From an optimization exercise on the open Yosys and OpenROAD flow, aimed at small area; shortcuts taken in it are not production practice.
Function was checked by simulation only, so behaviour that the tests miss may differ from the original.
Power and IR drop assume default switching activity.

**flow/config.mk**
```make
export PLATFORM = sky130hd
export DESIGN_NAME = BRAM_GPU
export DESIGN_NICKNAME = BRAM_GPU
export VERILOG_FILES = /design/flow/design.v
export SDC_FILE = /design/flow/constraint.sdc
export NUM_CORES = 4
export LEC_CHECK = 0
export ABC_AREA = 1
export CAP_MARGIN = 20
export CORE_MARGIN = 2
export CORE_UTILIZATION = 35
export CTS_BUF_LIST = sky130_fd_sc_hd__clkbuf_8
export GPL_TIMING_DRIVEN = 0
export SETUP_SLACK_MARGIN = 0.5
export SLEW_MARGIN = 20
export SYNTH_MEMORY_MAX_BITS = 131072
```
**flow/constraint.sdc**
```tcl
create_clock -name core_clock -period 10.0 [get_ports {vga_clk}]
set_input_delay 2.0000 -clock core_clock [delete_from_list [all_inputs] [get_ports {vga_clk}]]
set_output_delay 2.0000 -clock core_clock [all_outputs]
set_load 0.01 [all_outputs]
```
**flow/design.v**
```verilog
module CHAR_ROM(
    input wire [5:0] char_number,
    input wire [4:0] char_line,
    input wire [4:0] column,
    output wire pixel
);
wire [15:0] a = {char_number, char_line, column};
wire y;
wire n0, n1, n2, n3, n4, n5, n6, n7, n8, n9, n10, n11, n12, n13, n14, n15, n16, n17, n18, n19, n20, n21, n22, n23, n24, n25, n26, n27, n28, n29, n30, n31, n32, n33, n34, n35, n36, n37, n38, n39, n40, n41, n42, n43, n44, n45, n46, n47, n48, n49, n50, n51, n52, n53, n54, n55, n56, n57, n58, n59, n60, n61, n62, n63, n64, n65, n66, n67, n68, n69, n70, n71, n72, n73, n74, n75, n76, n77, n78, n79, n80, n81, n82, n83, n84, n85, n86, n87, n88, n89, n90, n91, n92, n93, n94, n95, n96, n97, n98, n99, n100, n101, n102, n103, n104, n105, n106, n107, n108, n109, n110, n111, n112, n113, n114, n115, n116, n117, n118, n119, n120, n121, n122, n123, n124, n125, n126, n127, n128, n129, n130, n131, n132, n133, n134, n135, n136, n137, n138, n139, n140, n141, n142, n143, n144, n145, n146, n147, n148, n149, n150, n151, n152, n153, n154, n155, n156, n157, n158, n159, n160, n161, n162, n163, n164, n165, n166, n167, n168, n169, n170, n171, n172, n173, n174, n175, n176, n177, n178, n179, n180, n181, n182, n183, n184, n185, n186, n187, n188, n189, n190, n191, n192, n193, n194, n195, n196, n197, n198, n199, n200, n201, n202, n203, n204, n205, n206, n207, n208, n209, n210, n211, n212, n213, n214, n215, n216, n217, n218, n219, n220, n221, n222, n223, n224, n225, n226, n227, n228, n229, n230, n231, n232, n233, n234, n235, n236, n237, n238, n239, n240, n241, n242, n243, n244, n245, n246, n247, n248, n249, n250, n251, n252, n253, n254, n255, n256, n257, n258, n259, n260, n261, n262, n263, n264, n265, n266, n267, n268, n269, n270, n271, n272, n273, n274, n275, n276, n277, n278, n279, n280, n281, n282, n283, n284, n285, n286, n287, n288, n289, n290, n291, n292, n293, n294, n295, n296, n297, n298, n299, n300, n301, n302, n303, n304, n305, n306, n307, n308, n309, n310, n311, n312, n313, n314, n315, n316, n317, n318, n319, n320, n321, n322, n323, n324, n325, n326, n327, n328, n329, n330, n331, n332, n333, n334, n335, n336, n337, n338, n339, n340, n341, n342, n343, n344, n345, n346, n347, n348, n349, n350, n351, n352, n353, n354, n355, n356, n357, n358, n359, n360, n361, n362, n363, n364, n365, n366, n367, n368, n369, n370, n371, n372, n373, n374, n375, n376, n377, n378, n379, n380, n381, n382, n383, n384, n385, n386, n387, n388, n389, n390, n391, n392, n393, n394, n395, n396, n397, n398, n399, n400, n401, n402, n403, n404, n405, n406, n407, n408, n409, n410, n411, n412, n413, n414, n415, n416, n417, n418, n419, n420, n421, n422, n423, n424, n425, n426, n427, n428, n429, n430, n431, n432, n433, n434, n435, n436, n437, n438, n439, n440, n441, n442, n443, n444, n445, n446, n447, n448, n449, n450, n451, n452, n453, n454, n455, n456, n457, n458, n459, n460, n461, n462, n463, n464, n465, n466, n467, n468, n469, n470, n471, n472, n473, n474, n475, n476, n477, n478, n479, n480, n481, n482, n483, n484, n485, n486, n487, n488, n489, n490, n491, n492, n493, n494, n495, n496, n497, n498, n499, n500, n501, n502, n503, n504, n505, n506, n507, n508, n509, n510, n511, n512, n513, n514, n515, n516, n517, n518, n519, n520, n521, n522, n523, n524, n525, n526, n527, n528, n529, n530, n531, n532, n533, n534, n535, n536, n537, n538, n539, n540, n541, n542, n543, n544, n545, n546, n547, n548, n549, n550, n551, n552, n553, n554, n555, n556, n557, n558, n559, n560, n561, n562, n563, n564, n565, n566, n567, n568, n569, n570, n571, n572, n573, n574, n575, n576, n577, n578, n579, n580, n581, n582, n583, n584, n585, n586, n587, n588, n589, n590, n591, n592, n593, n594, n595, n596, n597, n598, n599, n600, n601, n602, n603, n604, n605, n606, n607, n608, n609, n610, n611, n612, n613, n614, n615, n616, n617, n618, n619, n620, n621, n622, n623, n624, n625, n626, n627, n628, n629, n630, n631, n632, n633, n634, n635, n636, n637, n638, n639, n640, n641, n642, n643, n644, n645, n646, n647, n648, n649, n650, n651, n652, n653, n654, n655, n656, n657, n658, n659, n660, n661, n662, n663, n664, n665, n666, n667, n668, n669, n670, n671, n672, n673, n674, n675, n676, n677, n678, n679, n680, n681, n682, n683, n684, n685, n686, n687, n688, n689, n690, n691, n692, n693, n694, n695, n696, n697, n698, n699, n700, n701, n702, n703, n704, n705, n706, n707, n708, n709, n710, n711, n712, n713, n714, n715, n716, n717, n718, n719, n720, n721, n722, n723, n724, n725, n726, n727, n728, n729, n730, n731, n732, n733, n734, n735, n736, n737, n738, n739, n740, n741, n742, n743, n744, n745, n746, n747, n748, n749, n750, n751, n752, n753, n754, n755, n756, n757, n758, n759, n760, n761, n762, n763, n764, n765, n766, n767, n768, n769, n770, n771, n772, n773, n774, n775, n776, n777, n778, n779, n780, n781, n782, n783, n784, n785, n786, n787, n788, n789, n790, n791, n792, n793, n794, n795, n796, n797, n798, n799, n800, n801, n802, n803, n804, n805, n806, n807, n808, n809, n810, n811, n812, n813, n814, n815, n816, n817, n818, n819, n820, n821, n822, n823, n824, n825, n826, n827, n828, n829, n830, n831, n832, n833, n834, n835, n836, n837, n838, n839, n840, n841, n842, n843, n844, n845, n846, n847, n848, n849, n850, n851, n852, n853, n854, n855, n856, n857, n858, n859, n860, n861, n862, n863, n864, n865, n866, n867, n868, n869, n870, n871, n872, n873, n874, n875, n876, n877, n878, n879, n880, n881, n882, n883, n884, n885, n886, n887, n888, n889, n890, n891, n892, n893, n894, n895, n896, n897, n898, n899, n900, n901, n902, n903, n904, n905, n906, n907, n908, n909, n910, n911, n912, n913, n914, n915, n916, n917, n918, n919, n920, n921, n922, n923, n924, n925, n926, n927, n928, n929, n930, n931, n932, n933, n934, n935, n936, n937, n938, n939, n940, n941, n942, n943, n944, n945, n946, n947, n948, n949, n950, n951, n952;
assign n0 = (a[10]&a[11]);
assign n1 = (a[6]&a[7]);
assign n2 = (~a[6]&~a[7]);
assign n3 = (~n1&~n2);
assign n4 = (~a[8]&~a[9]);
assign n5 = (a[8]&a[9]);
assign n6 = (~n4&~n5);
assign n7 = (a[7]&~a[9]);
assign n8 = (~a[7]&a[9]);
assign n9 = (~n7&~n8);
assign n10 = (~a[3]&a[4]);
assign n11 = (~a[2]&n10);
assign n12 = (~n9&n11);
assign n13 = (~n6&n12);
assign n14 = (a[1]&a[2]);
assign n15 = (~a[1]&~a[2]);
assign n16 = (~n14&~n15);
assign n17 = (a[3]&~a[4]);
assign n18 = (a[2]&n17);
assign n19 = (~n11&~n18);
assign n20 = (~n16&~n19);
assign n21 = (~a[7]&~a[8]);
assign n22 = (a[7]&a[8]);
assign n23 = (~n21&~n22);
assign n24 = (n20&n23);
assign n25 = (~n3&n24);
assign n26 = (~n13&~n25);
assign n27 = (n3&n6);
assign n28 = (a[6]&a[8]);
assign n29 = (~n21&~n28);
assign n30 = (~n3&n29);
assign n31 = (~n27&~n30);
assign n32 = (~n10&~n17);
assign n33 = (~n9&~n32);
assign n34 = (n31&n33);
assign n35 = (~n6&n9);
assign n36 = (n17&~n35);
assign n37 = (~n24&n36);
assign n38 = (~n14&n37);
assign n39 = (~a[3]&n14);
assign n40 = (a[3]&n15);
assign n41 = (~n39&~n40);
assign n42 = (~a[8]&~n1);
assign n43 = (~n22&~n42);
assign n44 = (a[1]&n27);
assign n45 = (n23&~n44);
assign n46 = (a[3]&n44);
assign n47 = (~n45&~n46);
assign n48 = (~n43&n47);
assign n49 = (~n41&~n48);
assign n50 = (~n18&~n31);
assign n51 = (a[2]&~a[3]);
assign n52 = (~n40&~n51);
assign n53 = (a[4]&~n52);
assign n54 = (n23&n53);
assign n55 = (~a[1]&n54);
assign n56 = (n31&~n55);
assign n57 = (~n50&~n56);
assign n58 = (~n42&n57);
assign n59 = (n6&n15);
assign n60 = (n36&~n59);
assign n61 = (~a[8]&~n2);
assign n62 = (~n5&~n61);
assign n63 = (~a[2]&n62);
assign n64 = (n6&n23);
assign n65 = (a[4]&n14);
assign n66 = (~a[4]&n15);
assign n67 = (~n65&~n66);
assign n68 = (n64&n67);
assign n69 = (~n1&~n19);
assign n70 = (~n68&n69);
assign n71 = (~n37&~n70);
assign n72 = (~n63&~n71);
assign n73 = (n60&n72);
assign n74 = (~n58&n73);
assign n75 = (~n49&~n74);
assign n76 = (~a[6]&~a[9]);
assign n77 = (~n28&~n76);
assign n78 = (~n6&n77);
assign n79 = (~n6&~n78);
assign n80 = (~a[4]&n79);
assign n81 = (~n75&n80);
assign n82 = (~n38&~n81);
assign n83 = (~n34&n82);
assign n84 = (n3&n51);
assign n85 = (~n49&~n84);
assign n86 = (n15&n30);
assign n87 = (n9&~n86);
assign n88 = (~n85&~n87);
assign n89 = (n83&~n88);
assign n90 = (~n32&n41);
assign n91 = (n3&~n90);
assign n92 = (a[4]&~n35);
assign n93 = (~n91&n92);
assign n94 = (~n23&~n52);
assign n95 = (n93&n94);
assign n96 = (n6&n11);
assign n97 = (~a[2]&a[3]);
assign n98 = (~n39&~n97);
assign n99 = (~a[4]&~n98);
assign n100 = (n35&n99);
assign n101 = (~n96&~n100);
assign n102 = (~n95&n101);
assign n103 = (a[8]&n1);
assign n104 = (~a[8]&n2);
assign n105 = (~n103&~n104);
assign n106 = (n15&~n105);
assign n107 = (n9&~n15);
assign n108 = (~n3&n107);
assign n109 = (~n106&~n108);
assign n110 = (~n102&n109);
assign n111 = (n10&~n14);
assign n112 = (a[8]&~a[9]);
assign n113 = (~n8&~n112);
assign n114 = (a[8]&~n1);
assign n115 = (~n113&~n114);
assign n116 = (~a[6]&a[7]);
assign n117 = (n4&n116);
assign n118 = (~n115&~n117);
assign n119 = (n111&~n118);
assign n120 = (~n31&~n41);
assign n121 = (~n119&~n120);
assign n122 = (~n20&n121);
assign n123 = (~a[8]&a[9]);
assign n124 = (n122&~n123);
assign n125 = (~n75&~n124);
assign n126 = (~a[1]&n3);
assign n127 = (n9&~n126);
assign n128 = (a[2]&n127);
assign n129 = (~n9&n15);
assign n130 = (n6&~n129);
assign n131 = (~n128&n130);
assign n132 = (n60&~n131);
assign n133 = (~n125&n132);
assign n134 = (~n110&~n133);
assign n135 = (~n89&~n134);
assign n136 = (n83&~n93);
assign n137 = (~a[3]&~n136);
assign n138 = (~n135&n137);
assign n139 = (n26&n138);
assign n140 = (n3&~n139);
assign n141 = (~n61&n139);
assign n142 = (n11&~n141);
assign n143 = (~n140&n142);
assign n144 = (~n41&~n79);
assign n145 = (n32&~n144);
assign n146 = (~n35&~n145);
assign n147 = (a[10]&n146);
assign n148 = (~n143&n147);
assign n149 = (~n0&~n148);
assign n150 = (n10&~n15);
assign n151 = (~n99&~n150);
assign n152 = (~n47&~n151);
assign n153 = (~n139&~n152);
assign n154 = (~n35&~n98);
assign n155 = (n22&n96);
assign n156 = (a[4]&~n15);
assign n157 = (a[6]&n5);
assign n158 = (~n156&~n157);
assign n159 = (n146&~n158);
assign n160 = (~a[8]&n11);
assign n161 = (~n159&~n160);
assign n162 = (~a[8]&n159);
assign n163 = (~n161&~n162);
assign n164 = (a[6]&n9);
assign n165 = (~a[1]&~a[6]);
assign n166 = (~n164&~n165);
assign n167 = (~n113&~n166);
assign n168 = (n163&n167);
assign n169 = (~n155&~n168);
assign n170 = (~n122&~n169);
assign n171 = (~n154&~n170);
assign n172 = (a[3]&~n9);
assign n173 = (n30&~n41);
assign n174 = (n27&n53);
assign n175 = (~n55&~n174);
assign n176 = (~n173&n175);
assign n177 = (~n172&~n176);
assign n178 = (~n171&~n177);
assign n179 = (~a[7]&n171);
assign n180 = (~a[9]&~n179);
assign n181 = (~n178&n180);
assign n182 = (~n153&n181);
assign n183 = (a[3]&~n30);
assign n184 = (~a[2]&~n183);
assign n185 = (~n83&n184);
assign n186 = (~n182&~n185);
assign n187 = (~a[1]&n28);
assign n188 = (~n75&~n187);
assign n189 = (n23&n34);
assign n190 = (n169&~n189);
assign n191 = (~n188&n190);
assign n192 = (a[11]&~n8);
assign n193 = (n14&~n192);
assign n194 = (~n191&n193);
assign n195 = (~n16&~n164);
assign n196 = (a[9]&~n22);
assign n197 = (n10&n196);
assign n198 = (n195&n197);
assign n199 = (~n90&~n99);
assign n200 = (~n22&~n31);
assign n201 = (~n199&n200);
assign n202 = (~n198&~n201);
assign n203 = (a[2]&~n202);
assign n204 = (n60&~n203);
assign n205 = (a[1]&~n79);
assign n206 = (n159&~n205);
assign n207 = (n121&~n206);
assign n208 = (~n204&n207);
assign n209 = (n163&~n208);
assign n210 = (~n19&n60);
assign n211 = (~a[11]&~n210);
assign n212 = (~n7&~n42);
assign n213 = (n54&n212);
assign n214 = (a[6]&a[9]);
assign n215 = (~a[1]&n214);
assign n216 = (a[7]&~a[8]);
assign n217 = (~a[6]&n216);
assign n218 = (~n215&~n217);
assign n219 = (n60&~n218);
assign n220 = (~n213&~n219);
assign n221 = (~n211&n220);
assign n222 = (~n209&n221);
assign n223 = (~n194&n222);
assign n224 = (n186&n223);
assign n225 = (~n149&~n224);
assign n226 = (~n18&~n20);
assign n227 = (a[4]&~a[9]);
assign n228 = (a[8]&~n227);
assign n229 = (n3&n228);
assign n230 = (n226&~n229);
assign n231 = (n32&~n39);
assign n232 = (~a[10]&a[11]);
assign n233 = (~n35&n232);
assign n234 = (~n231&n233);
assign n235 = (n4&n16);
assign n236 = (n234&~n235);
assign n237 = (~n230&n236);
assign n238 = (~a[14]&~n237);
assign n239 = (~n225&n238);
assign n240 = (~n208&n227);
assign n241 = (n232&~n240);
assign n242 = (n83&n241);
assign n243 = (~n1&n123);
assign n244 = (n156&n243);
assign n245 = (~n208&n244);
assign n246 = (~a[10]&~a[11]);
assign n247 = (a[1]&n30);
assign n248 = (n6&~n247);
assign n249 = (~a[4]&n248);
assign n250 = (~a[9]&~n32);
assign n251 = (a[1]&~a[8]);
assign n252 = (~n42&~n251);
assign n253 = (~a[1]&n103);
assign n254 = (n252&~n253);
assign n255 = (n250&n254);
assign n256 = (n249&n255);
assign n257 = (n246&~n256);
assign n258 = (~n245&n257);
assign n259 = (n171&n258);
assign n260 = (~a[2]&a[4]);
assign n261 = (~n16&~n199);
assign n262 = (~n260&~n261);
assign n263 = (n30&n262);
assign n264 = (a[4]&a[9]);
assign n265 = (n105&n264);
assign n266 = (~n30&~n265);
assign n267 = (a[11]&~n266);
assign n268 = (~n263&~n267);
assign n269 = (~a[8]&~n32);
assign n270 = (~a[2]&n22);
assign n271 = (~n269&~n270);
assign n272 = (~n129&~n271);
assign n273 = (~n53&~n272);
assign n274 = (~n37&n273);
assign n275 = (~n268&~n274);
assign n276 = (a[6]&a[11]);
assign n277 = (n98&~n276);
assign n278 = (n33&n277);
assign n279 = (~n248&n278);
assign n280 = (~n98&n248);
assign n281 = (a[10]&~n280);
assign n282 = (~n279&n281);
assign n283 = (~n275&n282);
assign n284 = (a[9]&~n21);
assign n285 = (a[4]&n284);
assign n286 = (n232&n285);
assign n287 = (a[14]&~n286);
assign n288 = (~n283&n287);
assign n289 = (~n259&n288);
assign n290 = (~n242&n289);
assign n291 = (a[13]&~n290);
assign n292 = (n91&n99);
assign n293 = (~n6&~n292);
assign n294 = (~n83&n293);
assign n295 = (n6&n99);
assign n296 = (a[10]&~a[11]);
assign n297 = (~n295&n296);
assign n298 = (~n294&n297);
assign n299 = (a[4]&~n22);
assign n300 = (~a[3]&n21);
assign n301 = (n299&~n300);
assign n302 = (~n31&~n301);
assign n303 = (~n208&~n302);
assign n304 = (a[2]&n103);
assign n305 = (~n21&~n304);
assign n306 = (n99&n305);
assign n307 = (n146&n306);
assign n308 = (~n303&~n307);
assign n309 = (~a[9]&n2);
assign n310 = (~n41&~n309);
assign n311 = (n32&~n310);
assign n312 = (~n112&~n196);
assign n313 = (n19&~n312);
assign n314 = (~n311&n313);
assign n315 = (n308&~n314);
assign n316 = (n121&n315);
assign n317 = (~n104&n299);
assign n318 = (~n316&n317);
assign n319 = (n298&~n318);
assign n320 = (a[4]&n88);
assign n321 = (n83&~n320);
assign n322 = (~a[11]&~n285);
assign n323 = (~n321&n322);
assign n324 = (~a[10]&~n323);
assign n325 = (~n14&n189);
assign n326 = (~n35&~n226);
assign n327 = (a[11]&~n326);
assign n328 = (~n325&n327);
assign n329 = (~n324&~n328);
assign n330 = (~n319&n329);
assign n331 = (n105&~n226);
assign n332 = (n234&~n331);
assign n333 = (~a[13]&a[14]);
assign n334 = (~n332&n333);
assign n335 = (~n330&n334);
assign n336 = (~n291&~n335);
assign n337 = (~n239&n336);
assign n338 = (~n34&~n53);
assign n339 = (n21&~n338);
assign n340 = (a[9]&~n339);
assign n341 = (~n315&~n340);
assign n342 = (n197&~n248);
assign n343 = (~n303&~n342);
assign n344 = (~n88&~n343);
assign n345 = (n232&~n344);
assign n346 = (~n341&n345);
assign n347 = (~n123&~n304);
assign n348 = (~n134&~n347);
assign n349 = (~n154&~n189);
assign n350 = (a[1]&n103);
assign n351 = (~a[4]&n22);
assign n352 = (~a[9]&~n351);
assign n353 = (~n350&n352);
assign n354 = (~n349&n353);
assign n355 = (n196&n252);
assign n356 = (~n226&n355);
assign n357 = (n246&~n356);
assign n358 = (~n354&n357);
assign n359 = (~n348&n358);
assign n360 = (n208&n296);
assign n361 = (~a[9]&n19);
assign n362 = (~n9&n61);
assign n363 = (~n361&n362);
assign n364 = (n16&n30);
assign n365 = (~n196&n364);
assign n366 = (~n313&~n365);
assign n367 = (~n363&n366);
assign n368 = (~n311&~n367);
assign n369 = (n0&~n368);
assign n370 = (a[13]&~a[14]);
assign n371 = (~n369&n370);
assign n372 = (~n360&n371);
assign n373 = (~n359&n372);
assign n374 = (~n346&n373);
assign n375 = (~a[15]&~n374);
assign n376 = (~n337&n375);
assign n377 = (~n15&n148);
assign n378 = (n186&~n248);
assign n379 = (~n148&n378);
assign n380 = (~n377&~n379);
assign n381 = (~n121&~n380);
assign n382 = (n151&~n157);
assign n383 = (n39&n157);
assign n384 = (~n231&~n383);
assign n385 = (~n382&n384);
assign n386 = (~n6&~n216);
assign n387 = (~n247&n386);
assign n388 = (n385&~n387);
assign n389 = (~n381&n388);
assign n390 = (n357&~n389);
assign n391 = (~n214&~n227);
assign n392 = (~n34&~n391);
assign n393 = (n368&~n392);
assign n394 = (~n208&~n361);
assign n395 = (~n315&n394);
assign n396 = (~n393&~n395);
assign n397 = (a[10]&~n396);
assign n398 = (~n34&~n159);
assign n399 = (n72&~n398);
assign n400 = (a[6]&~a[9]);
assign n401 = (n61&~n400);
assign n402 = (n53&n401);
assign n403 = (~n7&~n43);
assign n404 = (~a[4]&~n403);
assign n405 = (a[9]&n2);
assign n406 = (~n404&~n405);
assign n407 = (n385&~n406);
assign n408 = (~n402&~n407);
assign n409 = (~n399&n408);
assign n410 = (~a[10]&~n409);
assign n411 = (~n397&~n410);
assign n412 = (~n368&~n411);
assign n413 = (a[9]&~n28);
assign n414 = (n15&~n413);
assign n415 = (~n15&n413);
assign n416 = (~a[3]&~n415);
assign n417 = (~n414&n416);
assign n418 = (n146&n417);
assign n419 = (~n412&~n418);
assign n420 = (n14&~n411);
assign n421 = (~n419&~n420);
assign n422 = (a[9]&~n303);
assign n423 = (~n57&n422);
assign n424 = (~a[4]&a[9]);
assign n425 = (~n306&~n424);
assign n426 = (~n423&~n425);
assign n427 = (n0&~n426);
assign n428 = (~n421&n427);
assign n429 = (n18&n131);
assign n430 = (n232&~n429);
assign n431 = (n153&n430);
assign n432 = (~a[13]&~a[14]);
assign n433 = (n59&~n121);
assign n434 = (~n21&n196);
assign n435 = (~n15&~n32);
assign n436 = (~n250&~n435);
assign n437 = (~n269&n436);
assign n438 = (n434&~n437);
assign n439 = (n154&~n434);
assign n440 = (n296&~n439);
assign n441 = (~n438&n440);
assign n442 = (~n433&n441);
assign n443 = (n432&~n442);
assign n444 = (~n431&n443);
assign n445 = (~n428&n444);
assign n446 = (~n390&n445);
assign n447 = (n20&n234);
assign n448 = (~n9&n32);
assign n449 = (~n51&~n97);
assign n450 = (n448&~n449);
assign n451 = (n6&~n32);
assign n452 = (~n450&~n451);
assign n453 = (a[10]&~n20);
assign n454 = (~n34&n453);
assign n455 = (~n452&~n454);
assign n456 = (~n447&~n455);
assign n457 = (~n177&n246);
assign n458 = (~n399&n457);
assign n459 = (n186&n458);
assign n460 = (~n226&n459);
assign n461 = (a[11]&~n364);
assign n462 = (~n91&n461);
assign n463 = (~n460&~n462);
assign n464 = (~n456&~n463);
assign n465 = (n11&~n31);
assign n466 = (~n24&~n465);
assign n467 = (~n95&n466);
assign n468 = (~n81&n467);
assign n469 = (n296&~n468);
assign n470 = (~n464&~n469);
assign n471 = (n333&~n470);
assign n472 = (a[3]&n14);
assign n473 = (n264&~n472);
assign n474 = (n3&~n49);
assign n475 = (~n81&n474);
assign n476 = (~n83&n475);
assign n477 = (n26&~n476);
assign n478 = (~n473&n477);
assign n479 = (~a[7]&~n478);
assign n480 = (~a[5]&a[6]);
assign n481 = (a[5]&~a[6]);
assign n482 = (~n480&~n481);
assign n483 = (~n264&n482);
assign n484 = (~n111&~n483);
assign n485 = (n3&~n484);
assign n486 = (n22&n32);
assign n487 = (~n24&~n486);
assign n488 = (~n485&n487);
assign n489 = (~n479&n488);
assign n490 = (~n14&n481);
assign n491 = (a[3]&~n490);
assign n492 = (~n15&~n491);
assign n493 = (a[5]&n16);
assign n494 = (~n3&~n493);
assign n495 = (n40&~n481);
assign n496 = (~a[0]&~a[1]);
assign n497 = (n17&n496);
assign n498 = (~n495&~n497);
assign n499 = (~n494&n498);
assign n500 = (~n492&n499);
assign n501 = (~a[4]&n28);
assign n502 = (n6&~n501);
assign n503 = (~n12&n502);
assign n504 = (~n500&n503);
assign n505 = (~n95&n504);
assign n506 = (~n489&n505);
assign n507 = (n3&n482);
assign n508 = (a[0]&~n23);
assign n509 = (n507&n508);
assign n510 = (~n15&~n78);
assign n511 = (~n509&n510);
assign n512 = (~n82&~n511);
assign n513 = (n296&~n512);
assign n514 = (~n506&n513);
assign n515 = (n134&n246);
assign n516 = (~n208&n284);
assign n517 = (a[0]&a[1]);
assign n518 = (~n496&~n517);
assign n519 = (~n41&~n518);
assign n520 = (~n30&n519);
assign n521 = (a[6]&~n6);
assign n522 = (a[2]&~n496);
assign n523 = (~a[2]&~n517);
assign n524 = (~n522&~n523);
assign n525 = (~n521&n524);
assign n526 = (~n520&~n525);
assign n527 = (~a[9]&n21);
assign n528 = (n32&n449);
assign n529 = (n212&n528);
assign n530 = (n518&~n529);
assign n531 = (~n527&~n530);
assign n532 = (~n2&~n32);
assign n533 = (~a[9]&n216);
assign n534 = (n32&n309);
assign n535 = (~n533&~n534);
assign n536 = (~n532&n535);
assign n537 = (~a[2]&~n536);
assign n538 = (~n531&~n537);
assign n539 = (n526&~n538);
assign n540 = (a[3]&~n519);
assign n541 = (n91&~n265);
assign n542 = (n540&n541);
assign n543 = (~n266&~n540);
assign n544 = (~a[3]&~n519);
assign n545 = (~n196&n522);
assign n546 = (~n312&~n545);
assign n547 = (n544&n546);
assign n548 = (~n92&~n547);
assign n549 = (~n543&n548);
assign n550 = (~n542&n549);
assign n551 = (~n539&~n550);
assign n552 = (n195&~n518);
assign n553 = (~n199&n552);
assign n554 = (n10&~n522);
assign n555 = (n9&~n523);
assign n556 = (a[6]&~n555);
assign n557 = (n17&~n556);
assign n558 = (~n554&~n557);
assign n559 = (~n553&n558);
assign n560 = (~n62&~n559);
assign n561 = (n232&~n560);
assign n562 = (~n551&n561);
assign n563 = (~n516&n562);
assign n564 = (~n196&n482);
assign n565 = (n21&~n564);
assign n566 = (n544&~n565);
assign n567 = (a[8]&n523);
assign n568 = (n1&~n567);
assign n569 = (~a[0]&n165);
assign n570 = (n3&~n569);
assign n571 = (n567&n570);
assign n572 = (~n568&~n571);
assign n573 = (n264&~n572);
assign n574 = (n566&n573);
assign n575 = (n1&~n526);
assign n576 = (~a[5]&n22);
assign n577 = (n3&~n576);
assign n578 = (a[9]&~n577);
assign n579 = (~n41&n578);
assign n580 = (~n243&n449);
assign n581 = (n4&n507);
assign n582 = (~n518&~n581);
assign n583 = (~n580&~n582);
assign n584 = (~n579&~n583);
assign n585 = (~n575&n584);
assign n586 = (a[4]&~n566);
assign n587 = (~n585&n586);
assign n588 = (~n574&~n587);
assign n589 = (~n44&~n576);
assign n590 = (n76&~n589);
assign n591 = (~n482&n533);
assign n592 = (a[5]&n28);
assign n593 = (~a[7]&n592);
assign n594 = (~n591&~n593);
assign n595 = (~n590&n594);
assign n596 = (~a[2]&~n112);
assign n597 = (~n496&n596);
assign n598 = (n572&n597);
assign n599 = (n595&n598);
assign n600 = (~n588&~n599);
assign n601 = (~n17&~n554);
assign n602 = (a[8]&n522);
assign n603 = (~n601&~n602);
assign n604 = (~n159&~n603);
assign n605 = (n43&n523);
assign n606 = (n42&~n523);
assign n607 = (a[3]&a[9]);
assign n608 = (~n564&n607);
assign n609 = (~n606&n608);
assign n610 = (~n605&n609);
assign n611 = (~n104&~n610);
assign n612 = (~n519&~n611);
assign n613 = (~n604&n612);
assign n614 = (n434&~n592);
assign n615 = (~n42&~n614);
assign n616 = (~a[5]&a[9]);
assign n617 = (~a[6]&n616);
assign n618 = (~n8&~n617);
assign n619 = (a[9]&~n482);
assign n620 = (n618&~n619);
assign n621 = (n615&~n620);
assign n622 = (~n23&n400);
assign n623 = (~n621&~n622);
assign n624 = (n519&~n623);
assign n625 = (~n518&~n614);
assign n626 = (n522&n614);
assign n627 = (n35&~n616);
assign n628 = (~a[3]&~n103);
assign n629 = (~n523&n628);
assign n630 = (~n627&n629);
assign n631 = (~n626&n630);
assign n632 = (~n625&n631);
assign n633 = (~n624&~n632);
assign n634 = (~a[4]&~n633);
assign n635 = (n16&~n19);
assign n636 = (~a[9]&n43);
assign n637 = (n635&n636);
assign n638 = (n595&n637);
assign n639 = (n20&~n595);
assign n640 = (n0&~n639);
assign n641 = (~n638&n640);
assign n642 = (~n634&n641);
assign n643 = (~n613&n642);
assign n644 = (~n600&n643);
assign n645 = (a[13]&a[14]);
assign n646 = (~n644&n645);
assign n647 = (~n563&n646);
assign n648 = (~n515&n647);
assign n649 = (~n514&n648);
assign n650 = (~n134&n249);
assign n651 = (n477&~n650);
assign n652 = (~n23&~n82);
assign n653 = (n82&n189);
assign n654 = (n0&~n653);
assign n655 = (~n652&n654);
assign n656 = (n651&n655);
assign n657 = (~n125&~n636);
assign n658 = (n37&~n657);
assign n659 = (a[9]&n29);
assign n660 = (~n173&~n659);
assign n661 = (n159&~n660);
assign n662 = (n296&~n661);
assign n663 = (n169&n662);
assign n664 = (~n658&n663);
assign n665 = (~n3&~n448);
assign n666 = (~a[4]&a[8]);
assign n667 = (a[4]&~a[8]);
assign n668 = (~n666&~n667);
assign n669 = (~n41&~n668);
assign n670 = (~n189&n669);
assign n671 = (~n665&~n670);
assign n672 = (n146&~n671);
assign n673 = (n635&n671);
assign n674 = (n246&~n673);
assign n675 = (~n672&n674);
assign n676 = (~a[9]&~n14);
assign n677 = (~n607&~n676);
assign n678 = (~n15&~n677);
assign n679 = (~n202&~n678);
assign n680 = (n37&n202);
assign n681 = (n15&~n29);
assign n682 = (~n20&~n681);
assign n683 = (n172&~n682);
assign n684 = (n232&~n683);
assign n685 = (~n680&n684);
assign n686 = (~n679&n685);
assign n687 = (n370&~n686);
assign n688 = (~n675&n687);
assign n689 = (~n664&n688);
assign n690 = (~n656&n689);
assign n691 = (a[15]&~n690);
assign n692 = (~n649&n691);
assign n693 = (~n471&n692);
assign n694 = (~n446&n693);
assign n695 = (~n376&~n694);
assign n696 = (~a[12]&~n695);
assign n697 = (n296&~n308);
assign n698 = (~n37&~n139);
assign n699 = (n5&n698);
assign n700 = (~n83&~n699);
assign n701 = (n53&n118);
assign n702 = (~a[11]&~n701);
assign n703 = (~n245&n702);
assign n704 = (~n700&n703);
assign n705 = (~n34&n262);
assign n706 = (a[9]&~n262);
assign n707 = (~n248&~n706);
assign n708 = (~n705&n707);
assign n709 = (n14&n17);
assign n710 = (~n11&n232);
assign n711 = (~n709&n710);
assign n712 = (~n708&n711);
assign n713 = (~a[9]&~n37);
assign n714 = (~n53&n226);
assign n715 = (~a[7]&n660);
assign n716 = (~n714&n715);
assign n717 = (~n713&n716);
assign n718 = (~a[9]&~n26);
assign n719 = (n296&~n718);
assign n720 = (~n717&n719);
assign n721 = (a[10]&~n385);
assign n722 = (~n35&~n721);
assign n723 = (~n720&n722);
assign n724 = (~n712&n723);
assign n725 = (~n704&n724);
assign n726 = (~n697&~n725);
assign n727 = (n645&~n726);
assign n728 = (~n143&n255);
assign n729 = (n0&n171);
assign n730 = (~n728&n729);
assign n731 = (~n6&n54);
assign n732 = (n296&~n731);
assign n733 = (n698&n732);
assign n734 = (n82&n232);
assign n735 = (n191&~n731);
assign n736 = (n285&~n735);
assign n737 = (n734&~n736);
assign n738 = (~n31&~n52);
assign n739 = (n422&n738);
assign n740 = (n159&n385);
assign n741 = (~n260&~n709);
assign n742 = (n117&~n741);
assign n743 = (n246&~n742);
assign n744 = (~n740&n743);
assign n745 = (~n739&n744);
assign n746 = (n333&~n745);
assign n747 = (~n737&n746);
assign n748 = (~n733&n747);
assign n749 = (~n730&n748);
assign n750 = (~n35&n111);
assign n751 = (n31&n750);
assign n752 = (a[11]&~n751);
assign n753 = (n411&n752);
assign n754 = (~n409&~n477);
assign n755 = (~n21&~n208);
assign n756 = (n295&~n755);
assign n757 = (n720&~n750);
assign n758 = (~n756&n757);
assign n759 = (~n754&n758);
assign n760 = (n432&~n759);
assign n761 = (~n753&n760);
assign n762 = (~n459&n761);
assign n763 = (n30&n53);
assign n764 = (~n174&n246);
assign n765 = (n83&n764);
assign n766 = (~n298&~n765);
assign n767 = (~n763&~n766);
assign n768 = (n0&n321);
assign n769 = (n6&n53);
assign n770 = (n734&~n769);
assign n771 = (n370&~n770);
assign n772 = (~n9&n295);
assign n773 = (n121&n772);
assign n774 = (~n24&~n773);
assign n775 = (~n57&n774);
assign n776 = (n0&~n775);
assign n777 = (~n10&~n189);
assign n778 = (~n15&~n35);
assign n779 = (a[11]&~n778);
assign n780 = (~a[10]&~n779);
assign n781 = (~n777&n780);
assign n782 = (n10&n189);
assign n783 = (~n781&~n782);
assign n784 = (~n776&n783);
assign n785 = (~n86&n246);
assign n786 = (~n131&n785);
assign n787 = (n370&~n786);
assign n788 = (~n784&n787);
assign n789 = (~n6&~n91);
assign n790 = (n788&n789);
assign n791 = (~n771&~n790);
assign n792 = (~n768&~n791);
assign n793 = (~n767&n792);
assign n794 = (~a[15]&~n793);
assign n795 = (~n762&n794);
assign n796 = (~n749&n795);
assign n797 = (~n727&n796);
assign n798 = (~a[11]&n370);
assign n799 = (n60&n798);
assign n800 = (~n380&n799);
assign n801 = (n39&n578);
assign n802 = (n153&~n801);
assign n803 = (n14&~n595);
assign n804 = (~n153&~n803);
assign n805 = (~n802&~n804);
assign n806 = (~a[8]&~n618);
assign n807 = (~n615&~n806);
assign n808 = (~n52&~n807);
assign n809 = (a[1]&a[9]);
assign n810 = (n807&n809);
assign n811 = (n32&~n810);
assign n812 = (~n808&n811);
assign n813 = (~n1&n31);
assign n814 = (~a[5]&n216);
assign n815 = (~n481&~n814);
assign n816 = (a[1]&~n815);
assign n817 = (a[9]&~n816);
assign n818 = (n226&n817);
assign n819 = (~n813&n818);
assign n820 = (~n44&~n816);
assign n821 = (n112&~n820);
assign n822 = (~n21&n32);
assign n823 = (~n581&~n822);
assign n824 = (~n821&n823);
assign n825 = (~n819&n824);
assign n826 = (n803&n825);
assign n827 = (~n14&~n825);
assign n828 = (~n166&~n481);
assign n829 = (n527&~n828);
assign n830 = (n3&n35);
assign n831 = (~n214&~n830);
assign n832 = (~n127&~n831);
assign n833 = (~n829&~n832);
assign n834 = (~n226&~n833);
assign n835 = (~n827&~n834);
assign n836 = (~n826&n835);
assign n837 = (~n812&~n836);
assign n838 = (n246&~n837);
assign n839 = (~n805&n838);
assign n840 = (a[5]&~a[9]);
assign n841 = (~n616&~n840);
assign n842 = (~n303&n841);
assign n843 = (n773&~n842);
assign n844 = (~a[3]&~n22);
assign n845 = (~n523&~n844);
assign n846 = (~a[5]&n496);
assign n847 = (~n480&~n496);
assign n848 = (~n846&~n847);
assign n849 = (n845&n848);
assign n850 = (~n183&~n849);
assign n851 = (~a[4]&~n850);
assign n852 = (a[0]&~n618);
assign n853 = (~n7&~n852);
assign n854 = (n251&~n853);
assign n855 = (a[0]&n480);
assign n856 = (~n619&~n855);
assign n857 = (n21&~n856);
assign n858 = (a[8]&n309);
assign n859 = (n1&n517);
assign n860 = (~a[0]&n251);
assign n861 = (~n859&~n860);
assign n862 = (n840&~n861);
assign n863 = (~n858&~n862);
assign n864 = (~n857&n863);
assign n865 = (~n854&n864);
assign n866 = (~n19&~n865);
assign n867 = (~n851&~n866);
assign n868 = (n35&n851);
assign n869 = (~n867&~n868);
assign n870 = (n82&n869);
assign n871 = (n22&~n507);
assign n872 = (~a[0]&~n871);
assign n873 = (n21&~n482);
assign n874 = (~a[1]&~n28);
assign n875 = (n23&n874);
assign n876 = (~n593&~n875);
assign n877 = (~n873&n876);
assign n878 = (~n872&n877);
assign n879 = (a[1]&~n592);
assign n880 = (~a[0]&~n21);
assign n881 = (~n879&n880);
assign n882 = (n51&n264);
assign n883 = (~n881&n882);
assign n884 = (~n439&n883);
assign n885 = (~n878&n884);
assign n886 = (~n246&~n885);
assign n887 = (~n870&n886);
assign n888 = (~n843&n887);
assign n889 = (n645&~n888);
assign n890 = (~n839&n889);
assign n891 = (~n14&n424);
assign n892 = (~n112&~n891);
assign n893 = (~n71&n892);
assign n894 = (n241&~n893);
assign n895 = (~n486&~n894);
assign n896 = (~n182&~n895);
assign n897 = (~n79&~n246);
assign n898 = (n735&~n897);
assign n899 = (~a[6]&n15);
assign n900 = (~n9&~n899);
assign n901 = (~a[8]&~n900);
assign n902 = (~n156&~n436);
assign n903 = (~n901&n902);
assign n904 = (n296&~n903);
assign n905 = (n19&~n32);
assign n906 = (n0&~n68);
assign n907 = (~n905&n906);
assign n908 = (n432&~n907);
assign n909 = (~n904&n908);
assign n910 = (~n898&n909);
assign n911 = (~n896&n910);
assign n912 = (~n42&n138);
assign n913 = (~a[4]&n912);
assign n914 = (~a[8]&n71);
assign n915 = (n6&n159);
assign n916 = (~n914&n915);
assign n917 = (~a[2]&n43);
assign n918 = (~n875&~n917);
assign n919 = (n175&n918);
assign n920 = (~a[8]&n15);
assign n921 = (~n227&~n424);
assign n922 = (a[3]&~n921);
assign n923 = (~n920&n922);
assign n924 = (~n919&n923);
assign n925 = (n31&~n111);
assign n926 = (~n20&~n31);
assign n927 = (n123&~n926);
assign n928 = (~n925&n927);
assign n929 = (~n924&~n928);
assign n930 = (~n916&n929);
assign n931 = (~n912&~n930);
assign n932 = (n296&~n931);
assign n933 = (~n913&n932);
assign n934 = (n150&n830);
assign n935 = (n232&~n934);
assign n936 = (~n773&n935);
assign n937 = (n651&n936);
assign n938 = (~n105&n146);
assign n939 = (n246&~n938);
assign n940 = (n27&~n528);
assign n941 = (n0&~n940);
assign n942 = (n333&~n941);
assign n943 = (~n939&n942);
assign n944 = (~n937&n943);
assign n945 = (~n933&n944);
assign n946 = (a[15]&~n788);
assign n947 = (~n945&n946);
assign n948 = (~n911&n947);
assign n949 = (~n890&n948);
assign n950 = (~n800&n949);
assign n951 = (~n797&~n950);
assign n952 = (a[12]&~n951);
assign y = (~n696&~n952);
assign pixel = y;
endmodule
module BRAM_GPU(
        input wire vga_clk,
        input wire rst,
        output wire [3:0] r,
        output wire [3:0] g,
        output wire [3:0] b,
        output wire hs,
        output wire vs,
        output wire [11:0] bram_addr_blk,
        input wire [15:0] bram_rdata_blk,
        output wire [12:0] bram_addr_txtr,
        input wire [11:0] bram_rdata_txtr
);
reg [10:0] hc;       
reg [9:0] vc;        
reg first;           
reg [11:0] npix;     
reg [11:0] rgb;
wire h_last = hc[10] & hc[8] & hc[6];                   
wire h_pre  = hc[10] & hc[8] & (&hc[5:0]);              
wire v_last = vc[9] & vc[8] & vc[5] & vc[2] & vc[0];     
wire [10:0] hc_nxt = h_last ? 11'd0 : hc + 11'd1;
wire [9:0]  vc_nxt = h_pre ? (v_last ? 10'd0 : vc + 10'd1) : vc;
always @(posedge vga_clk)
    if (rst) begin
        hc <= 11'd1344;
        vc <= 10'd0;
    end else begin
        hc <= hc_nxt;
        vc <= vc_nxt;
    end
always @(posedge vga_clk)
    first <= rst;
assign bram_addr_blk = {vc_nxt[9:5] + {4'd0, hc_nxt[10]}, hc_nxt[9:5], 2'b00};
assign bram_addr_txtr = {bram_rdata_blk[14:12], vc[4:0], hc[4:0]};
wire h0 = ~|hc;
wire vtop = vc[9] & vc[8] & ~|vc[7:4];                  
assign hs = hc[10] & ~hc[9] & ~hc[8] & (hc[7:0] >= 8'd27) & (hc[7:0] < 8'd163);
wire vs_prev = (~|hc[10:2] & ~(hc[1] & hc[0])) | h_last;   
assign vs = vtop & (vs_prev ? (vc[3:0] >= 4'd4 && vc[3:0] <= 4'd9)
                            : (vc[3:0] >= 4'd3 && vc[3:0] <= 4'd8));
wire v768 = vtop & ~|vc[3:0];
wire vblank = vc[9] & vc[8] & ~(h0 ? v768 : v_last);
wire blank = ((hc[10] | vblank) & ~first) | rst;
wire border = (h0 || (~hc[10] & &hc[9:0]) || ~|vc || vc == 10'd767) & ~first;
wire glyph;
CHAR_ROM character_rom(
    .char_number(bram_rdata_blk[5:0]),
    .char_line(vc[4:0]),
    .column(hc[4:0]),
    .pixel(glyph)
);
wire inv = bram_rdata_blk[15];
wire m_glyph = glyph & ~blank;
wire m_tex = ~glyph & ~border & ~blank;
wire m_border = ~glyph & border & ~blank;
wire tp = m_tex & ~inv;           
wire tn = m_tex & inv;            
wire [2:0] fc = {3{m_glyph}} & bram_rdata_blk[10:8];
wire [2:0] on  = fc | {1'b0, m_border, 1'b0};
wire [2:0] p1 = on | {3{tp}};
wire [2:0] p0 = on | {3{tn}};
genvar i;
generate for (i = 0; i < 12; i = i + 1) begin : px
    always @(posedge vga_clk)
        npix[i] <= ~(bram_rdata_txtr[i] ? p1[i/4] : p0[i/4]);
end endgenerate
always @(posedge vga_clk)
    rgb <= ~(npix | {12{rst}});
assign {r, g, b} = rgb;
endmodule
```
**flow/flow/run.sh**
```bash
#!/bin/bash
# The standard layout (standard.sh) with these changes:
#  - synthesis maps the logic with an area-oriented ABC script (flow/abc_area.script:
#    &nf area mapping, no ABC buffering or resizing), leaves adders to ABC instead of
#    extracting half/full adder cells, and inserts no buffers on pass-through wires;
#    registers are mapped exactly as standard.sh does;
#  - the port buffers inserted at global placement are sky130_fd_sc_hd__buf_1.
# Each step's full log stays under orfs/logs; make's own output goes to make_*.log here.
set -euo pipefail
W=$(pwd)
rm -rf "$W/scripts"
cp -r "$FLOW_HOME/scripts" "$W/scripts"
cp "$W/flow/abc_area.script" "$W/scripts/abc_area.script"
bash standard.sh SCRIPTS_DIR="$W/scripts" ADDER_MAP_FILE= SYNTH_INSBUF=0 synth > make_synth.log 2>&1
bash standard.sh BUFFER_PORTS_ARGS="-buffer_cell sky130_fd_sc_hd__buf_1" CTS_ARGS="-sink_clustering_enable -repair_clock_nets -buf_list sky130_fd_sc_hd__clkbuf_8 -dont_use_dummy_load" finish > make_finish.log 2>&1
```
**flow/flow/abc_area.script**
```
&get -n
&st
&dch -f
&nf -p -R 1000 -F 8 -A 8
&put
topo
stime -c
```
**flow/standard.sh**
```bash
#!/bin/bash
# synth_recipe.tcl (not shown) runs the flow's synth.tcl, then flattens the netlist and writes it again
# the make line also repeats each setting of config.mk as NAME=value (left out here)
make -C /OpenROAD-flow-scripts/flow DESIGN_CONFIG=/design/flow/config.mk WORK_HOME=/design/flow/orfs CLKGATE_MAP_FILE= SYNTH_SCRIPT=/design/flow/synth_recipe.tcl "${@:-finish}"
```
==> results.yml, run 1 <==
run_status:
  status: "timing/DRC/antenna clean"
power_and_ir_drop:
  power_density_nw_per_um2: 83.6
  vdd_drop_max_uv: 74.6
  leakage_nw: 1.74
global_routing:
  vias_in_the_first_global_route: 6470
  maximum_number_of_pins_on_one_net_before_global_route_repair: 35
  grt_remaining_overflow: 0
  globalRouteTotalUtil_pct: 39.6
  wire_length_of_the_first_global_routing_pass_um: 42600
  initial_antenna_violation_count: 0
clock_network:
  postCtsHoldBufs: 0
  clock_latency_ns: 0.31
  post_cts_resized: 4
  clkSinkCount: 46
  clock_slew_at_the_register_clock_pins_of_the_worst_setup_and_hold_paths_ns: 0.09
  post_cts.repair.setup_buffers: 0
  tritoncts: "done"
  clk_path_buf_depth: 2
  root_buffer: "clkbuf_8"
  tritoncts.num_buffers: 5
  cts_max_level: 2
critical_path:
  critPathMaxFanout: 23
  worst_setup_path_start_kind: "flop"
  start_to_end_type_of_the_worst_setup_path: "flop to flop"
  worst_ep_arrival_time_ns: 9.73
  timing.critical_path.to_type: "flop"
  worstPathRequired_ns: 10.20
layout:
  area_delta_synth_final_pct: 13.4
  final_cells: 999
  share_of_the_core_filled_with_cells_in_the_final_layout_pct: 40.5
  design_area_um2: 5370
  n_antenna_cell: 0
  final_net_count: 855
  nFillCells: 1514
  post_route_cells_drive_above_1_share_pct: 3.52
drt:
  dr.first_iter.drc_count: 1421
  route.detailed.wl_per_inst_um: 29.5
  post_drt_via_cell_ratio: 7.19
  vias: 7181
  drt.antenna.violating_nets: 0
  drt-pass1-iter-count: 9
  remaining_drc_errors: 0
  drt-total-wl_um: 29400
yosys:
  synth-edff-count: 0
  async_flop_share_pct: 0
  seq_cells_post_synth: 46
  ys_dominant_reg_cell: "dfxtp_1"
  synthesis.instances: 757
  synthesis.area_um2: 4730
  post_synth_num_cell_types: 50
  average_cell_area_after_synthesis_um2: 6.25
  yosysSeqAreaShare_pct: 19.5
  yosysWarningCount: 1
floorplan:
  die-area_um2: 14500
  top_level_ports: 69
  die_height_um: 120
  chipWidth_um: 120
  initial_utilization_pct: 35.8
  core_area_um2: 13200
  placement_rows: 42
place:
  placement.cell_area_um2: 5230
  place.detailed.instances: 992
  hpwlAfterDp_um: 21400
  port_buffers: 57
  routabilityCongestion: 1.07
sta:
  min_period_ns: 9.53
  setup_viol_count_final: 0
  max_slew_margin_pct: 19.3
  final_period_util_pct: 95.3
  worst_slew_pin_slew_ns: 1.21
  timing.final.hold_violations: 0
  final_total_negative_setup_slack_ns: 0
  drv_slew: 0
  maxClockFrequency_mhz: 105
  grt_setup_unrepaired: "no"
  clock_skew_ns: 0.0198
job:
  max_cap_violation_count: 0
min_path:
  hold_class: "flop to flop"
final timing paths:
| kind | start | end | slack, ns | depth (start not counted) |
|---|---|---|---|---|
| hold / removal | npix[8] | rgb[8] | 0.38 | 1 |
| setup / recovery | vc[2] | npix[6] | 0.47 | 25 |
| setup reg to reg | vc[2] | npix[6] | 0.47 | 25 |
| hold reg to reg | npix[8] | rgb[8] | 0.38 | 1 |
area by class of cell:
cell class | count | area [um^2] | share of cell area [%]
tap | 176 | 220 | 4.10
inverter | 10 | 38.8 | 0.722
sequential | 46 | 933 | 17.4
multi-input combinational | 702 | 3850 | 71.7
clock buffer | 5 | 68.8 | 1.28
timing repair buffer | 60 | 256 | 4.78
cell usage in the layout, fill, tap and decap left out, drive strengths merged, types with 12 or more instances in the layout:
cell | synthesis | final
o21ai | 71 | 71
nor2 | 137 | 137
nand2 | 103 | 103
a31oi | 24 | 24
a211oi | 18 | 18
nand3 | 31 | 31
dfxtp | 46 | 46
nand4 | 12 | 12
a21oi | 88 | 88
buf | 0 | 60
nor3 | 35 | 35
state kept, by name (all words and copies together), names as in the netlist:
signal and count:
hc 11, npix 12, vc 10, rgb 12, first 1
logic make-up (layout without fill, tap and decap cells):
kind of cell / Yosys count / in the layout / share of synthesized area, %
compound gates: 290 / 290 / 38.1
xor+xnor: 17 / 17 / 3.14
fa+ha+maj: 1 / 1 / 0.211
buf+inv: 10 / 75 / 0.793
flops: 46 / 46 / 19.5
mux: 6 / 6 / 1.27
other cells: 1 / 2 / 0.0792
simple gates: 386 / 386 / 36.9
Yosys cell counts (8+ instances only):
cell type	count	share of area (%)
nor2_1	137	11
nand2_1	103	8.2
a21oi_1	88	9.3
o21ai_0	71	7.5
dfxtp_1	46	19
nor3_1	35	3.7
nand3_1	31	3.3
a31oi_1	24	3.2
a211oi_1	18	2.9
nand4_1	12	1.6
nor4_1	11	1.5
or2_0	11	1.5
clkinv_1	10	0.79
nand2b_1	10	1.3
o22ai_1	10	1.3
xor2_1	10	1.8
and2_0	9	1.2
o211ai_1	9	1.4
a2111oi_0	8	1.5
and3_1	8	1.1
o221ai_1	8	1.5
through the flow:
stage	worst slack [ns]	hold slack [ns]	power [W]
after global routing	0.549	0.389	0.000465
after floorplan	3.48	0.363	0.000283
after detailed placement	-0.149	0.365	0.000337
final	0.466	0.378	0.000449
after global placement	-2.05	0.363	0.000338
after CTS	0.523	0.379	0.000441
layer usage:
layer / up-vias / global-route usage [%] / wire length (um)
met5: - / 0 / 0
met4: 0 / 19.9 / 2020
met2: 698 / 54.2 / 11300
met3: 185 / 15.0 / 4650
met1: 3262 / 53.8 / 11500
li1: 3036 / - / -
report_power, final:
part | total [W] | internal [W] | switching [W]
Sequential | 0.000216 | 0.000195 | 0.0000208
Clock | 0.000108 | 0.0000453 | 0.0000629
Combinational | 0.000125 | 0.0000360 | 0.0000887
worst max-delay path: stages, from the launching register on:
cell	delay [ns]
dfxtp_1	0.97
nand2_1	0.51
nand2b_1	0.69
nand3_1	0.56
nand2_1	0.70
o21ai_0	0.43
nor2_1	0.18
nor3b_1	0.07
nor2_1	0.41
nor3_1	0.22
a21oi_4	0.41
and2_0	0.40
a221oi_2	0.18
and2_0	0.26
a31oi_1	0.54
or3_1	0.22
o21ai_0	0.16
nor4_1	0.59
a32oi_1	0.09
o22ai_1	0.22
a221oi_1	0.16
o31ai_2	0.70
nor2b_1	0.37
a21oi_1	0.14
nand2b_1	0.15
mux2i_1	0.09
==> run 2, diff against run 1 <==
--- a/flow/flow/run.sh
+++ b/flow/flow/run.sh
@@ -4,7 +4,8 @@
 #    &nf area mapping, no ABC buffering or resizing), leaves adders to ABC instead of
 #    extracting half/full adder cells, and inserts no buffers on pass-through wires;
 #    registers are mapped exactly as standard.sh does;
-#  - the port buffers inserted at global placement are sky130_fd_sc_hd__buf_1.
+#  - the port buffers inserted at global placement are sky130_fd_sc_hd__buf_1;
+#  - clock tree synthesis uses clkbuf_8 buffers and inserts no dummy loads.
 # Each step's full log stays under orfs/logs; make's own output goes to make_*.log here.
 set -euo pipefail
 W=$(pwd)
==> results.yml, run 2 <==
yosys:
  yosysWarningCount: 1
  synth.top_cell.area_share_pct: 19.5
  synth_top_cells_by_count: "nor2_1 (137), nand2_1 (103), a21oi_1 (88)"
  post_synth_num_cell_types: 50
  synthDominantAreaCellType: "dfxtp_1"
  average_cell_area_after_synthesis_um2: 6.25
  async_flop_share_pct: 0
  seq_cells_post_synth: 46
  ys_top_cells_by_area: "dfxtp_1 (19%), nor2_1 (11%), a21oi_1 (9.3%), nand2_1 (8.2%), o21ai_0 (7.5%)"
  synthMostInstantiatedCell: "nor2_1"
  yosysSeqAreaShare_pct: 19.5
  ys_dominant_reg_cell: "dfxtp_1"
  synthesis.area_um2: 4730
  synthesis.instances: 757
  synth-edff-count: 0
clock_network:
  clk_path_buf_depth: 2
  clock_latency_ns: 0.31
  cts_max_level: 2
  tritoncts: "done"
  clock_slew_at_the_register_clock_pins_of_the_worst_setup_and_hold_paths_ns: 0.09
  tritoncts.num_buffers: 5
  root_buffer: "clkbuf_8"
  clkSinkCount: 46
  postCtsHoldBufs: 0
floorplan:
  top_level_ports: 69
  die_height_um: 120
  core_area_um2: 13200
  chipWidth_um: 120
  placement_rows: 42
  initial_utilization_pct: 35.8
  die-area_um2: 14500
drt:
  vias: 7181
  drt-total-wl_um: 29400
  remaining_drc_errors: 0
  route.detailed.wl_per_inst_um: 29.5
  post_drt_via_cell_ratio: 7.19
  drt.antenna.violating_nets: 0
  dr.first_iter.drc_count: 1421
  drt-pass1-iter-count: 9
sta:
  drv_slew: 0
  min_period_ns: 9.53
  clock_skew_ns: 0.0198
  setup_viol_count_final: 0
  max_slew_margin_pct: 19.3
  worst_slew_pin_slew_ns: 1.21
  maxClockFrequency_mhz: 105
  timing.final.hold_violations: 0
  grt_setup_unrepaired: "no"
  final_period_util_pct: 95.3
  final_total_negative_setup_slack_ns: 0
power_and_ir_drop:
  switching_portion_of_total_power_pct: 38.4
  clock_power_share_pct: 24.1
  power_density_nw_per_um2: 83.6
  seq_power_share_pct: 48.1
  power_switching_w: 0.000172
  leakage_nw: 1.74
  vdd_drop_max_uv: 74.6
  power_report.internal_total_w: 0.000277
  combinational_fraction_of_design_power_pct: 27.8
layout:
  nFillCells: 1514
  most-common-layout-cells: "nor2_1 (132), nand2_1 (102), a21oi_1 (87)"
  layout_top_registers: "npix (12), rgb (12), hc (11)"
  final_net_count: 855
  share_of_the_core_filled_with_cells_in_the_final_layout_pct: 40.5
  mostFrequentLayoutCell: "nor2_1"
  post_route_cells_drive_above_1_share_pct: 3.52
  n_antenna_cell: 0
  area_delta_synth_final_pct: 13.4
place:
  port_buffers: 57
  routabilityCongestion: 1.07
  hpwlAfterDp_um: 21400
job:
  max_cap_violation_count: 0
global_routing:
  vias_in_the_first_global_route: 6470
  grt_remaining_overflow: 0
  globalRouteTotalUtil_pct: 39.6
  wire_length_of_the_first_global_routing_pass_um: 42600
  initial_antenna_violation_count: 0
  maximum_number_of_pins_on_one_net_before_global_route_repair: 35
critical_path:
  worstPathRequired_ns: 10.20
  worst_setup_path_start_kind: "flop"
  worst_ep_arrival_time_ns: 9.73
  r2r_depth: 25
  timing.critical_path.to_type: "flop"
  timing.critical_path.depth: 25
  cp_top_family: "simple AND/OR/NAND/NOR gates"
  cp_num_buf_inv: 0
  critPathMaxFanout: 23
  start_to_end_type_of_the_worst_setup_path: "flop to flop"
  r2r_slack_ns: 0.47
  slowest_delay_ns: 0.97
  critPathSlowestCell: "dfxtp_1"
run_status:
  status: "timing/DRC/antenna clean"
min_path:
  hold_class: "flop to flop"
  hold_depth: 1
==> run 2: cell counts in the layout (fill, tap and decap cells not counted) <==
No cell type changed its count.
==> run 2: timing repair <==
action	in CTS	in global routing
resized for setup	4	10
buffers inserted	0	0
setup endpoints to repair	12	12
==> run 2: logic make-up after synthesis <==
logic type / Yosys count / synth area share (%)
adders and majority gates: 1 / 0.211
xor gates and xnor gates: 17 / 3.14
and+or+nand+nor: 386 / 36.9
DFF: 46 / 19.5
buffers and inverters: 10 / 0.793
other: 1 / 0.0792
muxes: 6 / 1.27
AOI/OAI and AO/OA: 290 / 38.1
==> run 2: cell type report <==
| class | count | area [um^2] | area share, % |
|---|---|---|---|
| repair buffers | 60 | 256 | 4.78 |
| flip-flops and latches | 46 | 933 | 17.4 |
| inverters | 10 | 38.8 | 0.722 |
| multi-input cells | 702 | 3850 | 71.7 |
| well taps | 176 | 220 | 4.10 |
| clock buffers | 5 | 68.8 | 1.28 |
==> run 2: per-stage QoR <==
| step | instances | hold WS (ns) | instance area, um^2 | total power [W] | setup WS [ns] |
|---|---|---|---|---|---|
| 4_1_cts | 997 | 0.379 | 5310 | 0.000441 | 0.523 |
| 3_5_place_dp | 992 | 0.365 | 5230 | 0.000337 | -0.149 |
| 3_3_place_gp | 991 | 0.363 | 5170 | 0.000338 | -2.05 |
| 5_1_grt | 999 | 0.389 | 5370 | 0.000465 | 0.549 |
| 6_report | 999 | 0.378 | 5370 | 0.000449 | 0.466 |
| 2_1_floorplan | 758 | 0.363 | 4740 | 0.000283 | 3.48 |
==> run 2: worst paths after layout <==
| path | from | to |
|---|---|---|
| worst max-delay path | vc[2] | npix[6] |
| worst min-delay path | npix[8] | rgb[8] |
| worst max register to register | vc[2] | npix[6] |
| worst min register to register | npix[8] | rgb[8] |
==> run 2: layer usage <==
metal	vias to the layer above	wire (um)	global-route usage, %
met2	698	11300	54.2
met5	-	0	0
met3	185	4650	15.0
met1	3262	11500	53.8
li1	3036	-	-
met4	0	2020	19.9
==> run 2: power groups by stage <==
stage	clock, W	combinational (W)	sequential [W]
after floorplan	0	0.0000675	0.000215
after global placement	0	0.000119	0.000219
after detailed placement	0	0.000117	0.000219
after CTS	0.000108	0.000118	0.000215
after global routing	0.000117	0.000131	0.000218
final	0.000108	0.000125	0.000216
==> run 3, diff against run 2 <==
--- a/flow/config.mk
+++ b/flow/config.mk
@@ -11,6 +11,6 @@
 export CORE_UTILIZATION = 35
 export CTS_BUF_LIST = sky130_fd_sc_hd__clkbuf_8
 export GPL_TIMING_DRIVEN = 0
-export SETUP_SLACK_MARGIN = 0.5
+export SETUP_SLACK_MARGIN = 0.3
 export SLEW_MARGIN = 20
 export SYNTH_MEMORY_MAX_BITS = 131072
==> results.yml, run 3 <==
critical_path:
  timing.critical_path.to_type: "flop"
  regToRegStartpoint: "vc[2]"
  worst_setup_path_start_kind: "flop"
  r2r_depth: 26
  start_to_end_type_of_the_worst_setup_path: "flop to flop"
  worst_setup_path_endpoint: "npix[6]"
  critPathMaxFanout: 23
  worstPathRequired_ns: 10.20
  r2r_slack_ns: 0.41
  cp-startpoint: "vc[2]"
  timing.rr.end: "npix[6]"
  worst_ep_arrival_time_ns: 9.79
clock_network:
  post_cts_resized: 2
  root_buffer: "clkbuf_8"
  tritoncts: "done"
  clock_latency_ns: 0.31
  postCtsHoldBufs: 0
  clock_slew_at_the_register_clock_pins_of_the_worst_setup_and_hold_paths_ns: 0.09
  cts_max_level: 2
  clkSinkCount: 46
  clk_path_buf_depth: 2
  post_cts.repair.setup_buffers: 0
  tritoncts.num_buffers: 5
power_and_ir_drop:
  p_total_w: 0.000449
  clock_power_share_pct: 24.1
  combinational_fraction_of_design_power_pct: 27.8
  switching_portion_of_total_power_pct: 38.4
  power_density_nw_per_um2: 83.8
  vdd_drop_max_uv: 74.6
  leakage_nw: 1.74
  power_report.internal_total_w: 0.000277
  power_switching_w: 0.000172
  seq_power_share_pct: 48.1
yosys:
  async_flop_share_pct: 0
  ys_top_cells_by_area: "dfxtp_1 (19%), nor2_1 (11%), a21oi_1 (9.3%), nand2_1 (8.2%), o21ai_0 (7.5%)"
  synthesis.area_um2: 4730
  average_cell_area_after_synthesis_um2: 6.25
  synthDominantAreaCellType: "dfxtp_1"
  ys_dominant_reg_cell: "dfxtp_1"
  synth_top_cells_by_count: "nor2_1 (137), nand2_1 (103), a21oi_1 (88)"
  seq_cells_post_synth: 46
  synthesis.instances: 757
  yosysWarningCount: 1
  synth-edff-count: 0
  synth.top_cell.area_share_pct: 19.5
  post_synth_num_cell_types: 50
  yosysSeqAreaShare_pct: 19.5
  synthMostInstantiatedCell: "nor2_1"
layout:
  post_route_cells_drive_above_1_share_pct: 3.40
  share_of_the_core_filled_with_cells_in_the_final_layout_pct: 40.5
  final_net_count: 855
  most-common-layout-cells: "nor2_1 (133), nand2_1 (102), a21oi_1 (87)"
  nFillCells: 1519
  design_area_um2: 5360
  mostFrequentLayoutCell: "nor2_1"
  layout_top_registers: "npix (12), rgb (12), hc (11)"
  area_delta_synth_final_pct: 13.2
drt:
  drt.antenna.violating_nets: 0
  dr.first_iter.drc_count: 1402
  vias: 7203
  drt-pass1-iter-count: 6
  remaining_drc_errors: 0
  drt-total-wl_um: 29400
  route.detailed.wl_per_inst_um: 29.4
  post_drt_via_cell_ratio: 7.20
min_path:
  hold_class: "flop to flop"
  launch_point_of_the_worst_hold_path: "npix[8]"
  hold_depth: 1
global_routing:
  globalRouteTotalUtil_pct: 39.6
  maximum_number_of_pins_on_one_net_before_global_route_repair: 35
  wire_length_of_the_first_global_routing_pass_um: 42600
  grt_remaining_overflow: 0
  vias_in_the_first_global_route: 6470
  initial_antenna_violation_count: 0
run_status:
  status: "timing/DRC/antenna clean"
floorplan:
  initial_utilization_pct: 35.8
  chipWidth_um: 120
  top_level_ports: 69
  die-area_um2: 14500
  core_area_um2: 13200
  placement_rows: 42
  die_height_um: 120
place:
  port_buffers: 57
  routabilityCongestion: 1.07
  dpl_worst_slack_ns: -0.149
  placement.cell_area_um2: 5230
  hpwlAfterDp_um: 21400
sta:
  drv_slew: 0
  worst_slew_pin_slew_ns: 1.21
  minimum_setup_slack_in_the_final_design_ns: 0.414
  timing.final.hold_violations: 0
  clock_skew_ns: 0.0199
  final_period_util_pct: 95.9
  min_period_ns: 9.59
  maxClockFrequency_mhz: 104
  grt_setup_unrepaired: "no"
  setup_viol_count_final: 0
  max_slew_margin_pct: 18.8
job:
  max_cap_violation_count: 0
## run 3: layout make-up
cell class	count	area, um^2	area share [%]
diodes	1	2.50	0.0467
clock buffers	5	68.8	1.28
well taps	176	220	4.11
inverters	10	41.3	0.770
multi-input cells	702	3840	71.6
repair buffers	60	256	4.79
flip-flops and latches	46	933	17.4
## run 3: power groups by stage
| stage | registers [W] | logic, W | clock network, W |
|---|---|---|---|
| after detailed placement | 0.000219 | 0.000117 | 0 |
| after global placement | 0.000219 | 0.000119 | 0 |
| after global routing | 0.000218 | 0.000131 | 0.000117 |
| final | 0.000216 | 0.000125 | 0.000108 |
| after floorplan | 0.000215 | 0.0000675 | 0 |
| after CTS | 0.000215 | 0.000118 | 0.000108 |
## run 3: cells by family (layout without fill, tap and decap cells)
logic type | Yosys count | count (layout) | synth area share, %
and+or+nand+nor | 386 | 386 | 36.9
AOI/OAI and AO/OA | 290 | 290 | 38.1
DFF | 46 | 46 | 19.5
xor gates and xnor gates | 17 | 17 | 3.14
buffers and inverters | 10 | 75 | 0.793
muxes | 6 | 6 | 1.27
adders and majority gates | 1 | 1 | 0.211
other | 1 | 3 | 0.0792
## run 3: per-stage QoR
stage	hold slack, ns	std cells	setup TNS (ns)
after floorplan	0.363	758	0
after global placement	0.363	991	-24.27
after detailed placement	0.365	992	-1.58
after CTS	0.379	997	0
after global routing	0.389	999	0
final	0.378	1000	0
## run 3: how the worst min path moves through the flow
stage | to
after floorplan | rgb[0]
after global placement | rgb[9]
after detailed placement | rgb[6]
after CTS | rgb[5]
after global routing | rgb[5]
final | rgb[8]
## run 3: routing by layer
metal / wire (um) / global-route usage, % / vias up
met2: 11300 / 54.2 / 675
met1: 11800 / 53.8 / 3317
met3: 4430 / 15.0 / 173
li1: - / - / 3038
met4: 1960 / 19.9 / 0
met5: 0 / 0 / -
## run 3: critical path, cell delays in order, from the launching register on
cell and delay, ns:
dfxtp_1 0.98, nand2_1 0.70, nand2_1 0.63, nor2_2 0.18
nor3_2 0.76, a31o_1 0.35, o21ai_0 0.30, nor3b_1 0.27
nor2_1 0.16, nor3_1 0.60, a21oi_4 0.17, and2_0 0.35
nand2b_1 0.14, a221oi_2 0.10, and2_0 0.26, a31oi_1 0.56
or3_1 0.22, o21ai_0 0.16, nor4_1 0.58, a32oi_1 0.09
o22ai_1 0.22, a221oi_1 0.16, o31ai_2 0.75, nor2b_1 0.37
a21oi_1 0.14, nand2b_1 0.15, mux2i_1 0.09

-- afterwards: timing with drivers on the ports --
Ports are ideal in the flow. The routed layouts listed here were re-timed in OpenROAD.
Step 1 assumes that a clkbuf_16 drives the clock port and a buf_2 every other input.
Step 2 moves the port delays by t, midway between the first and last clock arrival at a register: inputs arrive t later, outputs are due t later. That takes back most of the time a late clock gives input paths.
a / b / c = no drivers / after step 1 / after step 2; a / b = the first two.
run	t, ns	setup slack, ns	worst hold slack (ns)	worst setup path after step 2	cell pins on the clock port's net
run 1	0.328	0.466 / 0.466 / 0.466	0.378 / 0.378 / 0.378	register to register	1
run 2	0.328	0.466 / 0.466 / 0.466	0.378 / 0.378 / 0.378	register to register	1
run 3	0.329	0.414 / 0.413 / 0.413	0.378 / 0.378 / 0.378	register to register	1
After both steps setup and hold are still met in every run listed. The setup slack of run 3, which loses most, moves by -0.001 ns with the drivers and by -0.001 ns with both steps.
